This is an optimization exercise on Yosys and OpenROAD, whose aim is small area, a short achievable clock period and few clock cycles per item, not a production implementation. Only simulation tests tie the RTL to the original design; equivalence was not proved. Power figures rest on the tool's default switching activity, not on a simulated workload.

==> job 6422 <==
==> flow/design.v <==
module alu_adder (
    input  wire [31:0] a,
    input  wire [31:0] b,
    output wire [31:0] s
);
    assign s = a + b;
endmodule
module alu_integer (
    input  wire [ 1:0] sec,
    input  wire [ 3:0] op,
    input  wire [31:0] a,
    input  wire [31:0] b,
    input  wire [31:0] add,
    input  wire [31:0] md_res,
    input  wire        dz,
    output wire [31:0] result
);
    function [31:0] rev32;
        input [31:0] x;
        integer k;
        for (k = 0; k < 32; k = k + 1) rev32[k] = x[31-k];
    endfunction
    wire [32:0] sub = {1'b0, a} - {1'b0, b};
    wire        ltu = sub[32];
    wire        lt  = (a[31] ^ b[31]) ? a[31] : sub[31];
    wire [31:0] sh_in  = op[2] ? a : rev32(a);
    wire [32:0] sh_ext = $signed({op[3] & a[31], sh_in}) >>> b[4:0];
    wire [31:0] sh_out = sh_ext[31:0];
    wire s_int = sec == 2'd0;
    wire s_md  = sec == 2'd1;
    wire s_zc  = sec == 2'd2;
    wire e_add  = s_int & (op == 4'b0000);
    wire e_sub  = s_int & (op == 4'b1000);
    wire e_sll  = s_int & (op == 4'b0001);
    wire e_slt  = s_int & (op == 4'b0010);
    wire e_sltu = s_int & (op == 4'b0011);
    wire e_xor  = s_int & (op == 4'b0100);
    wire e_sr   = s_int & (op[2:0] == 3'b101);
    wire e_or   = s_int & (op == 4'b0110);
    wire e_and  = s_int & (op == 4'b0111);
    wire e_zc   = s_zc & op[2] & op[0] & (op[1] ? dz : ~dz);
    assign result = ({32{e_add}} & add)
                  | ({32{e_sub}} & sub[31:0])
                  | ({32{e_sll}} & rev32(sh_out))
                  | ({32{e_sr}}  & sh_out)
                  | {31'd0, (e_slt & lt) | (e_sltu & ltu)}
                  | ({32{e_xor}} & (a ^ b))
                  | ({32{e_or}}  & (a | b))
                  | ({32{e_and}} & (a & b))
                  | ({32{e_zc}}  & a)
                  | ({32{s_md}}  & md_res);
endmodule
module alu (
    input wire clk_i,
    input wire rst_i,
    input wire [3:0] alu_op_i,
    input wire [1:0] alu_section_i,
    input wire [31:0] alu_num1_i,
    input wire [31:0] alu_num2_i,
    output wire [31:0] alu_result_o,
    output wire [31:0] alu_add_result_o,
    input wire alu_valid_i,
    output wire alu_busy_o
);
    wire [ 3:0] op = alu_op_i;
    wire [31:0] a  = alu_num1_i;
    wire [31:0] b  = alu_num2_i;
    function [31:0] neg32;
        input [31:0] x;
        reg [31:0] t;
        begin
            t = x;
            t = t | (t << 1);
            t = t | (t << 2);
            t = t | (t << 4);
            t = t | (t << 8);
            t = t | (t << 16);
            neg32 = x ^ {t[30:0], 1'b0};
        end
    endfunction
    alu_adder adder (.a(a), .b(b), .s(alu_add_result_o));
    localparam S_IDLE = 2'd0, S_RUN = 2'd1, S_DONE = 2'd2;
    reg [1:0]  state;
    reg [3:0]  cnt;
    reg [63:0] p;
    reg [31:0] breg;        
    reg        bsgn;        
    reg        neg_res;
    reg        hi;          
    reg        mswap;       
    reg        msgn;        
    reg [2:0]  nbits;       
    wire start  = alu_valid_i && alu_section_i == 2'b01;
    wire is_div = op[2];
    wire idle   = state == S_IDLE;
    wire az     = a == 32'd0;
    wire dz     = b == 32'd0;
    wire sg    = ~op[0];                
    wire neg_n = sg & a[31];
    wire neg_d = sg & b[31];
    wire        qzero, qz_fast;
    wire [3:0]  dch;
    wire [31:0] nabs, rem_init, quo_init;
    wire [2:0]  first_bits;
    integer c;
    function [31:0] ds_smear_lo;
        input [31:0] x;
        reg [31:0] t;
        begin
            t = x;
            t = t | (t << 1);
            t = t | (t << 2);
            t = t | (t << 4);
            t = t | (t << 8);
            t = t | (t << 16);
            ds_smear_lo = t;
        end
    endfunction
    wire [31:0] ds_lo_or = ds_smear_lo(a);
    assign nabs = neg_n ? (a ^ {ds_lo_or[30:0], 1'b0}) : a;
    wire [31:0] ds_xd = neg_d ? ~b : b;
    function [31:0] ds_smear;              
        input [31:0] x;
        reg [31:0] t;
        begin
            t = x;
            t = t | (t >> 1);
            t = t | (t >> 2);
            t = t | (t >> 4);
            t = t | (t >> 8);
            t = t | (t >> 16);
            ds_smear = t;
        end
    endfunction
    wire [31:0] ds_xn = neg_n ? ~a : a;
    wire [31:0] ds_tn = ds_smear(ds_xn);
    wire [31:0] ds_td = ds_smear(ds_xd);
    assign qz_fast = |(ds_td & ~{ds_tn[30:0], 1'b1});
    function [5:0] ds_msb3;                
        input [31:0] x;
        reg [32:0] v;
        reg [10:0] g, t, h;
        reg [2:0]  bits;
        integer j;
        begin
            v = {1'b0, x};
            for (j = 0; j < 11; j = j + 1) g[j] = |v[3*j +: 3];
            t = g;
            t = t | (t >> 1);
            t = t | (t >> 2);
            t = t | (t >> 4);
            t = t | (t >> 8);
            h = t & ~{1'b0, t[10:1]};
            ds_msb3[5:2] = 4'd0;
            bits = 3'd0;
            for (j = 0; j < 11; j = j + 1) begin
                if (h[j]) ds_msb3[5:2] = ds_msb3[5:2] | j;
                bits = bits | ({3{h[j]}} & v[3*j +: 3]);
            end
            ds_msb3[1:0] = bits[2] ? 2'd2 : bits[1] ? 2'd1 : 2'd0;
        end
    endfunction
    wire [5:0] ds_mn = ds_msb3(nabs);
    wire [5:0] ds_md = ds_msb3(ds_xd);
    wire [4:0] ds_dch_s = {1'b0, ds_mn[5:2]} - {1'b0, ds_md[5:2]} - {4'd0, ds_mn[1:0] < ds_md[1:0]};
    assign qzero = ds_dch_s[4] | ~(|nabs);
    assign dch   = ds_dch_s[3:0];
    wire [31:0] ds_sh1 = dch[0] ? {3'd0, nabs[31:3]} : nabs;
    wire [31:0] ds_sh2 = dch[1] ? {6'd0, ds_sh1[31:6]} : ds_sh1;
    wire [31:0] ds_sh3 = dch[2] ? {12'd0, ds_sh2[31:12]} : ds_sh2;
    wire [31:0] ds_sh4 = dch[3] ? {24'd0, ds_sh3[31:24]} : ds_sh3;
    assign rem_init   = {3'd0, ds_sh4[31:3]};
    assign first_bits = ds_sh4[2:0];
    reg [31:0] ds_qmask;
    always @(*)
        for (c = 0; c < 32; c = c + 1) ds_qmask[c] = (c / 3) <= dch;
    assign quo_init = nabs & ds_qmask;
    reg [10:0] chunk_en;
    always @(*)
        for (c = 0; c < 11; c = c + 1) chunk_en[c] = cnt == c;
    wire [32:0] q_pad = {1'b0, p[31:0]};
    reg  [2:0]  nbits_next;             
    always @(*) begin
        nbits_next = 3'd0;
        for (c = 1; c < 11; c = c + 1)
            nbits_next = nbits_next | ({3{chunk_en[c]}} & q_pad[3*(c-1) +: 3]);
    end
    wire [31:0] rem_next;
    wire [2:0]  qbits;
    wire [33:0] dv_dop = {2'b11, breg};
    wire        dv_cin = ~bsgn;
    reg [31:0] dv_r;
    reg [33:0] dv_s;
    reg [3-1:0] dv_q;
    integer dv_j;
    always @(*) begin
        dv_r = p[63:32];
        for (dv_j = 3 - 1; dv_j >= 0; dv_j = dv_j - 1) begin
            dv_s = {1'b0, dv_r, nbits[dv_j]} + dv_dop + dv_cin;
            dv_q[dv_j] = ~dv_s[33];
            dv_r = dv_s[33] ? {dv_r[30:0], nbits[dv_j]} : dv_s[31:0];
        end
    end
    assign rem_next = dv_r;
    assign qbits = dv_q;
    reg [32:0] quo_next;
    always @(*)
        for (c = 0; c < 11; c = c + 1)
            quo_next[3*c +: 3] = chunk_en[c] ? qbits : q_pad[3*c +: 3];
    wire sa = ~(op[1] & op[0]);         
    wire sb = ~op[1];                   
    wire ea = sa & a[31];
    wire eb = sb & b[31];
    function [2:0] mul_groups;
        input [31:0] x;
        input        e;
        reg [33:0] v;
        begin
            v = {e, x, 1'b0};
            if      ((&v[33:0])  | ~(|v[33:0]))  mul_groups = 3'd0;
            else if ((&v[33:8])  | ~(|v[33:8]))  mul_groups = 3'd1;
            else if ((&v[33:16]) | ~(|v[33:16])) mul_groups = 3'd2;
            else if ((&v[33:24]) | ~(|v[33:24])) mul_groups = 3'd3;
            else if ((&v[33:32]) | ~(|v[33:32])) mul_groups = 3'd4;
            else                                  mul_groups = 3'd5;
        end
    endfunction
    wire [2:0] ga = mul_groups(a, ea);
    wire [2:0] gb = mul_groups(b, eb);
    wire swap_now = ga < gb;
    wire [2:0] ngroups = swap_now ? ga : gb;
    wire [41:0] mx = {{9{bsgn}}, breg, 1'b0};
    reg  [8:0]  win;
    always @(*)
        case (cnt[2:0])
            3'd0: win = mx[8:0];
            3'd1: win = mx[16:8];
            3'd2: win = mx[24:16];
            3'd3: win = mx[32:24];
            default: win = mx[40:32];
        endcase
    wire [63:0] mul_next;
    wire [32:0] m_a = {msgn, mswap ? b : a};
    function [34:0] m_booth_pp;   
        input [32:0] aa;
        input [2:0]  bb;
        reg one, two, neg;
        reg [34:0] m;
        begin
            one = bb[1] ^ bb[0];
            two = (bb[2] & ~bb[1] & ~bb[0]) | (~bb[2] & bb[1] & bb[0]);
            neg = bb[2];
            m = one ? {{2{aa[32]}}, aa} : two ? {aa[32], aa, 1'b0} : 35'd0;
            m_booth_pp = neg ? ~m : m;
        end
    endfunction
    wire [34:0] m_pp0 = m_booth_pp(m_a, win[2:0]);
    wire [34:0] m_pp1 = m_booth_pp(m_a, win[4:2]);
    wire [34:0] m_pp2 = m_booth_pp(m_a, win[6:4]);
    wire [34:0] m_pp3 = m_booth_pp(m_a, win[8:6]);
    wire [34:0] m_f0 = {~m_pp0[34], m_pp0[33:0]};
    wire [34:0] m_f1 = {~m_pp1[34], m_pp1[33:0]};
    wire [34:0] m_f2 = {~m_pp2[34], m_pp2[33:0]};
    wire [34:0] m_f3 = {~m_pp3[34], m_pp3[33:0]};
    wire [63:0] m_r0 = {p[55:0], 1'b0, win[8], 6'd0};
    wire [63:0] m_r1 = {29'd0, m_f0};
    wire [63:0] m_r2 = {27'd0, m_f1, 1'b0, win[2]};
    wire [63:0] m_r3 = {25'd0, m_f2, 1'b0, win[4], 2'd0};
    wire [63:0] m_r4 = {23'd0, m_f3, 1'b0, win[6], 4'd0};
    wire [63:0] m_r5 = 64'hfffffeac00000000;
    wire [63:0] m_s1a = m_r0 ^ m_r1 ^ m_r2;
    wire [63:0] m_c1a = {((m_r0 & m_r1) | (m_r0 & m_r2) | (m_r1 & m_r2)), 1'b0};
    wire [63:0] m_s1b = m_r3 ^ m_r4 ^ m_r5;
    wire [63:0] m_c1b = {((m_r3 & m_r4) | (m_r3 & m_r5) | (m_r4 & m_r5)), 1'b0};
    wire [63:0] m_s2  = m_s1a ^ m_c1a ^ m_s1b;
    wire [63:0] m_c2  = {((m_s1a & m_c1a) | (m_s1a & m_s1b) | (m_c1a & m_s1b)), 1'b0};
    wire [63:0] m_s3  = m_s2 ^ m_c2 ^ m_c1b;
    wire [63:0] m_c3  = {((m_s2 & m_c2) | (m_s2 & m_c1b) | (m_c2 & m_c1b)), 1'b0};
    assign mul_next = m_s3 + m_c3;
    wire early = is_div ? (dz | qz_fast) : (az | dz);    
    wire fin1  = is_div & qzero;                
    always @(posedge clk_i)
        if (rst_i) state <= S_IDLE;
        else case (state)
            S_IDLE: if (start && !early) state <= fin1 ? S_DONE : S_RUN;
            S_RUN:  if (cnt == 4'd0) state <= S_DONE;
            default: state <= S_IDLE;
        endcase
    always @(posedge clk_i)
        case (state)
            S_IDLE: if (start) begin
                if (is_div) begin
                    cnt     <= dch;
                    nbits   <= first_bits;
                    breg    <= neg_d ? b : ~b;    
                    bsgn    <= neg_d;
                    neg_res <= op[1] ? neg_n : (neg_n ^ neg_d);
                    hi      <= op[1];
                    p       <= qzero ? {nabs, 32'd0} : {rem_init, quo_init};
                end else begin
                    cnt     <= {1'b0, ngroups} - 4'd1;
                    breg    <= swap_now ? a : b;
                    bsgn    <= swap_now ? ea : eb;
                    mswap   <= swap_now;
                    msgn    <= swap_now ? eb : ea;
                    neg_res <= 1'b0;
                    hi      <= op[1] | op[0];
                    p       <= 64'd0;
                end
            end
            S_RUN: begin
                cnt <= cnt - 4'd1;
                nbits <= nbits_next;
                p   <= is_div ? {rem_next, quo_next[31:0]} : mul_next;
            end
            default: ;
        endcase
    wire [31:0] md_raw = hi ? p[63:32] : p[31:0];
    wire [31:0] md_run = neg_res ? neg32(md_raw) : md_raw;
    wire [31:0] md_early = is_div ? (op[1] ? a : {32{dz}}) : 32'd0;
    wire [31:0] md_res = idle ? md_early : md_run;
    assign alu_busy_o = idle ? (start & ~early) : (state != S_DONE);
    alu_integer integer_unit (
        .sec   (alu_section_i),
        .op    (op),
        .a     (a),
        .b     (b),
        .add   (alu_add_result_o),
        .md_res(md_res),
        .dz    (dz),
        .result(alu_result_o)
    );
endmodule
==> flow/flow/run.sh <==
#!/bin/bash
# Layout: the standard flow (standard.sh), with two changes:
#  * the buffers that the flow puts on every input and output port are buf_4
#    cells instead of the default choice, the slow delay cell clkdlybuf4s50_1;
#  * the buffers that synthesis (abc) inserted are removed at floorplan
#    (REMOVE_ABC_BUFFERS), so that placement-aware repair buffers the nets.
# The full output of the flow goes to standard_flow.log in the work folder;
# ORFS's own per-step logs are under orfs/logs/.
set -euo pipefail
cd "$(dirname "$0")/.."
export BUFFER_PORTS_ARGS="-buffer_cell sky130_fd_sc_hd__buf_4"
export REMOVE_ABC_BUFFERS=1
bash standard.sh > standard_flow.log 2>&1
==> flow/standard.sh <==
#!/bin/bash
# synth_recipe.tcl (not shown) runs the flow's synth.tcl, then flattens the netlist and writes it again
# the make line also repeats each setting of config.mk as NAME=value (left out here)
make -C /OpenROAD-flow-scripts/flow DESIGN_CONFIG=/design/flow/config.mk WORK_HOME=/design/flow/orfs CLKGATE_MAP_FILE= SYNTH_SCRIPT=/design/flow/synth_recipe.tcl "${@:-finish}"
==> flow/config.mk <==
export PLATFORM = sky130hd
export DESIGN_NAME = alu
export DESIGN_NICKNAME = alu
export VERILOG_FILES = /design/flow/design.v
export SDC_FILE = /design/flow/constraint.sdc
export NUM_CORES = 4
export LEC_CHECK = 0
export CAP_MARGIN = 20
export CORE_MARGIN = 2
export CORE_UTILIZATION = 50
export GPL_TIMING_DRIVEN = 0
export SETUP_SLACK_MARGIN = 1.8
export SLEW_MARGIN = 20
==> flow/constraint.sdc <==
create_clock -name core_clock -period 11.0 [get_ports {clk_i}]
set_input_delay 2.2000 -clock core_clock [delete_from_list [all_inputs] [get_ports {clk_i}]]
set_output_delay 2.2000 -clock core_clock [all_outputs]
set_load 0.01 [all_outputs]
==> inputs of job 1388, as changes to job 6422 <==
--- a/flow/design.v
+++ b/flow/design.v
@@ -278,10 +278,19 @@
     wire [63:0] m_c3  = {((m_s2 & m_c2) | (m_s2 & m_c1b) | (m_c2 & m_c1b)), 1'b0};
     assign mul_next = m_s3 + m_c3;
-    wire early = is_div ? (dz | qz_fast) : (az | dz);    
+    reg        cvalid;
+    reg        csg;
+    reg [31:0] ca;
+    wire hit = is_div & cvalid & (csg == sg) & (ca == a) & ((bsgn ? breg : ~breg) == b);
+    wire early = is_div ? (dz | qz_fast | hit) : (az | dz);    
     wire fin1  = is_div & qzero;                
     always @(posedge clk_i)
-        if (rst_i) state <= S_IDLE;
-        else case (state)
-            S_IDLE: if (start && !early) state <= fin1 ? S_DONE : S_RUN;
+        if (rst_i) begin
+            state  <= S_IDLE;
+            cvalid <= 1'b0;
+        end else case (state)
+            S_IDLE: if (start && !hit) begin
+                if (!early) state <= fin1 ? S_DONE : S_RUN;
+                cvalid <= is_div & ~early;
+            end
             S_RUN:  if (cnt == 4'd0) state <= S_DONE;
             default: state <= S_IDLE;
@@ -289,5 +298,5 @@
     always @(posedge clk_i)
         case (state)
-            S_IDLE: if (start) begin
+            S_IDLE: if (start && !hit) begin
                 if (is_div) begin
                     cnt     <= dch;
@@ -297,4 +306,6 @@
                     neg_res <= op[1] ? neg_n : (neg_n ^ neg_d);
                     hi      <= op[1];
+                    ca      <= a;
+                    csg     <= sg;
                     p       <= qzero ? {nabs, 32'd0} : {rem_init, quo_init};
                 end else begin
@@ -316,8 +327,10 @@
             default: ;
         endcase
-    wire [31:0] md_raw = hi ? p[63:32] : p[31:0];
-    wire [31:0] md_run = neg_res ? neg32(md_raw) : md_raw;
+    wire        sel_hi = idle ? op[1] : hi;
+    wire        sel_neg = idle ? (op[1] ? neg_n : (neg_n ^ neg_d)) : neg_res;
+    wire [31:0] md_raw = sel_hi ? p[63:32] : p[31:0];
+    wire [31:0] md_run = sel_neg ? neg32(md_raw) : md_raw;
     wire [31:0] md_early = is_div ? (op[1] ? a : {32{dz}}) : 32'd0;
-    wire [31:0] md_res = idle ? md_early : md_run;
+    wire [31:0] md_res = (idle & ~hit) ? md_early : md_run;
     assign alu_busy_o = idle ? (start & ~early) : (state != S_DONE);
     alu_integer integer_unit (
==> inputs of job 1701, as changes to job 6422 <==
--- a/flow/design.v
+++ b/flow/design.v
@@ -278,10 +278,19 @@
     wire [63:0] m_c3  = {((m_s2 & m_c2) | (m_s2 & m_c1b) | (m_c2 & m_c1b)), 1'b0};
     assign mul_next = m_s3 + m_c3;
-    wire early = is_div ? (dz | qz_fast) : (az | dz);    
+    reg        cvalid;
+    reg        csg;
+    reg [31:0] ca;
+    wire hit = is_div & cvalid & (csg == sg) & (ca == a) & ((bsgn ? breg : ~breg) == b);
+    wire early = is_div ? (dz | qz_fast | hit) : (az | dz);    
     wire fin1  = is_div & qzero;                
     always @(posedge clk_i)
-        if (rst_i) state <= S_IDLE;
-        else case (state)
-            S_IDLE: if (start && !early) state <= fin1 ? S_DONE : S_RUN;
+        if (rst_i) begin
+            state  <= S_IDLE;
+            cvalid <= 1'b0;
+        end else case (state)
+            S_IDLE: if (start && !hit) begin
+                if (!early) state <= fin1 ? S_DONE : S_RUN;
+                cvalid <= is_div & ~early;
+            end
             S_RUN:  if (cnt == 4'd0) state <= S_DONE;
             default: state <= S_IDLE;
@@ -289,5 +298,5 @@
     always @(posedge clk_i)
         case (state)
-            S_IDLE: if (start) begin
+            S_IDLE: if (start && !hit) begin
                 if (is_div) begin
                     cnt     <= dch;
@@ -297,4 +306,6 @@
                     neg_res <= op[1] ? neg_n : (neg_n ^ neg_d);
                     hi      <= op[1];
+                    ca      <= a;
+                    csg     <= sg;
                     p       <= qzero ? {nabs, 32'd0} : {rem_init, quo_init};
                 end else begin
@@ -316,8 +327,10 @@
             default: ;
         endcase
-    wire [31:0] md_raw = hi ? p[63:32] : p[31:0];
-    wire [31:0] md_run = neg_res ? neg32(md_raw) : md_raw;
+    wire        sel_hi = idle ? op[1] : hi;
+    wire        sel_neg = idle ? (op[1] ? neg_n : (neg_n ^ neg_d)) : neg_res;
+    wire [31:0] md_raw = sel_hi ? p[63:32] : p[31:0];
+    wire [31:0] md_run = sel_neg ? neg32(md_raw) : md_raw;
     wire [31:0] md_early = is_div ? (op[1] ? a : {32{dz}}) : 32'd0;
-    wire [31:0] md_res = idle ? md_early : md_run;
+    wire [31:0] md_res = (idle & ~hit) ? md_early : md_run;
     assign alu_busy_o = idle ? (start & ~early) : (state != S_DONE);
     alu_integer integer_unit (
CAP_MARGIN = 10   (was 20)
SETUP_SLACK_MARGIN = 2.2   (was 1.8)
SLEW_MARGIN = 10   (was 20)
==> inputs of job 273, as changes to job 6422 <==
--- a/flow/design.v
+++ b/flow/design.v
@@ -278,10 +278,19 @@
     wire [63:0] m_c3  = {((m_s2 & m_c2) | (m_s2 & m_c1b) | (m_c2 & m_c1b)), 1'b0};
     assign mul_next = m_s3 + m_c3;
-    wire early = is_div ? (dz | qz_fast) : (az | dz);    
+    reg        cvalid;
+    reg        csg;
+    reg [31:0] ca;
+    wire hit = is_div & cvalid & (csg == sg) & (ca == a) & ((bsgn ? breg : ~breg) == b);
+    wire early = is_div ? (dz | qz_fast | hit) : (az | dz);    
     wire fin1  = is_div & qzero;                
     always @(posedge clk_i)
-        if (rst_i) state <= S_IDLE;
-        else case (state)
-            S_IDLE: if (start && !early) state <= fin1 ? S_DONE : S_RUN;
+        if (rst_i) begin
+            state  <= S_IDLE;
+            cvalid <= 1'b0;
+        end else case (state)
+            S_IDLE: if (start && !hit) begin
+                if (!early) state <= fin1 ? S_DONE : S_RUN;
+                cvalid <= is_div & ~early;
+            end
             S_RUN:  if (cnt == 4'd0) state <= S_DONE;
             default: state <= S_IDLE;
@@ -289,5 +298,5 @@
     always @(posedge clk_i)
         case (state)
-            S_IDLE: if (start) begin
+            S_IDLE: if (start && !hit) begin
                 if (is_div) begin
                     cnt     <= dch;
@@ -297,4 +306,6 @@
                     neg_res <= op[1] ? neg_n : (neg_n ^ neg_d);
                     hi      <= op[1];
+                    ca      <= a;
+                    csg     <= sg;
                     p       <= qzero ? {nabs, 32'd0} : {rem_init, quo_init};
                 end else begin
@@ -316,8 +327,10 @@
             default: ;
         endcase
-    wire [31:0] md_raw = hi ? p[63:32] : p[31:0];
-    wire [31:0] md_run = neg_res ? neg32(md_raw) : md_raw;
+    wire        sel_hi = idle ? op[1] : hi;
+    wire        sel_neg = idle ? (op[1] ? neg_n : (neg_n ^ neg_d)) : neg_res;
+    wire [31:0] md_raw = sel_hi ? p[63:32] : p[31:0];
+    wire [31:0] md_run = sel_neg ? neg32(md_raw) : md_raw;
     wire [31:0] md_early = is_div ? (op[1] ? a : {32{dz}}) : 32'd0;
-    wire [31:0] md_res = idle ? md_early : md_run;
+    wire [31:0] md_res = (idle & ~hit) ? md_early : md_run;
     assign alu_busy_o = idle ? (start & ~early) : (state != S_DONE);
     alu_integer integer_unit (
CORE_UTILIZATION = 45   (was 50)
SETUP_SLACK_MARGIN = 2.0   (was 1.8)
==> summary.txt <==
- Against job 6422, the worst setup slack of job 1701 is higher by 0.35 ns.
- Clock skew: job 6422 < job 273 < job 1388 < job 1701.
- In sequential cell count, job 273 and job 1388 do not differ.
- In job 6422 the synthesized cell count is smaller than in job 1701, by about 0.9%.
- In job 273 the clock power is larger than in job 1388, by about 1%.
- Sequential power is about the same in job 1701 and job 1388.
Testbench counts of job 6422, summed over its fixed seeds: cycles 42,835, ops 16,000.
Testbench counts of job 1388, summed over its fixed seeds: cycles 39,917, ops 16,000.
Testbench counts of job 1701, summed over its fixed seeds: cycles 39,917, ops 16,000.
Testbench counts of job 273, summed over its fixed seeds: cycles 39,917, ops 16,000.

## afterwards: timing with drivers on the ports
No port has a modelled driver above. Below, the same layouts with a new extraction and two added sets of constraints.
Step 1, drivers: a clkbuf_16 drives clk_i and a buf_2 each remaining input, both assumed.
Step 2 adds t to the input delays and takes it off the output delays; t is the mean of the earliest and latest rising clock arrival at the registers after step 1. Input paths then give back, and output paths get back, about the clock's delay inside the block.
Slacks: ideal / step 1 / step 2; pairs: ideal / step 1.
| run | shift t [ns] | setup slack, ns | worst setup path after step 2 |
|---|---|---|---|
| job 6422 | 0.446 | 1.753 / 1.699 / 1.354 | input to register |
| job 1388 | 0.566 | 1.664 / 1.627 / 1.365 | input to register |
| job 1701 | 0.561 | 2.104 / 2.052 / 1.749 | input to register |
| job 273 | 0.565 | 1.690 / 1.502 / 1.502 | input to output |
After both steps setup and hold are still met in every run listed. For job 6422, which loses most, drivers alone change the setup slack by -0.054 ns; drivers and shift together by -0.399 ns.
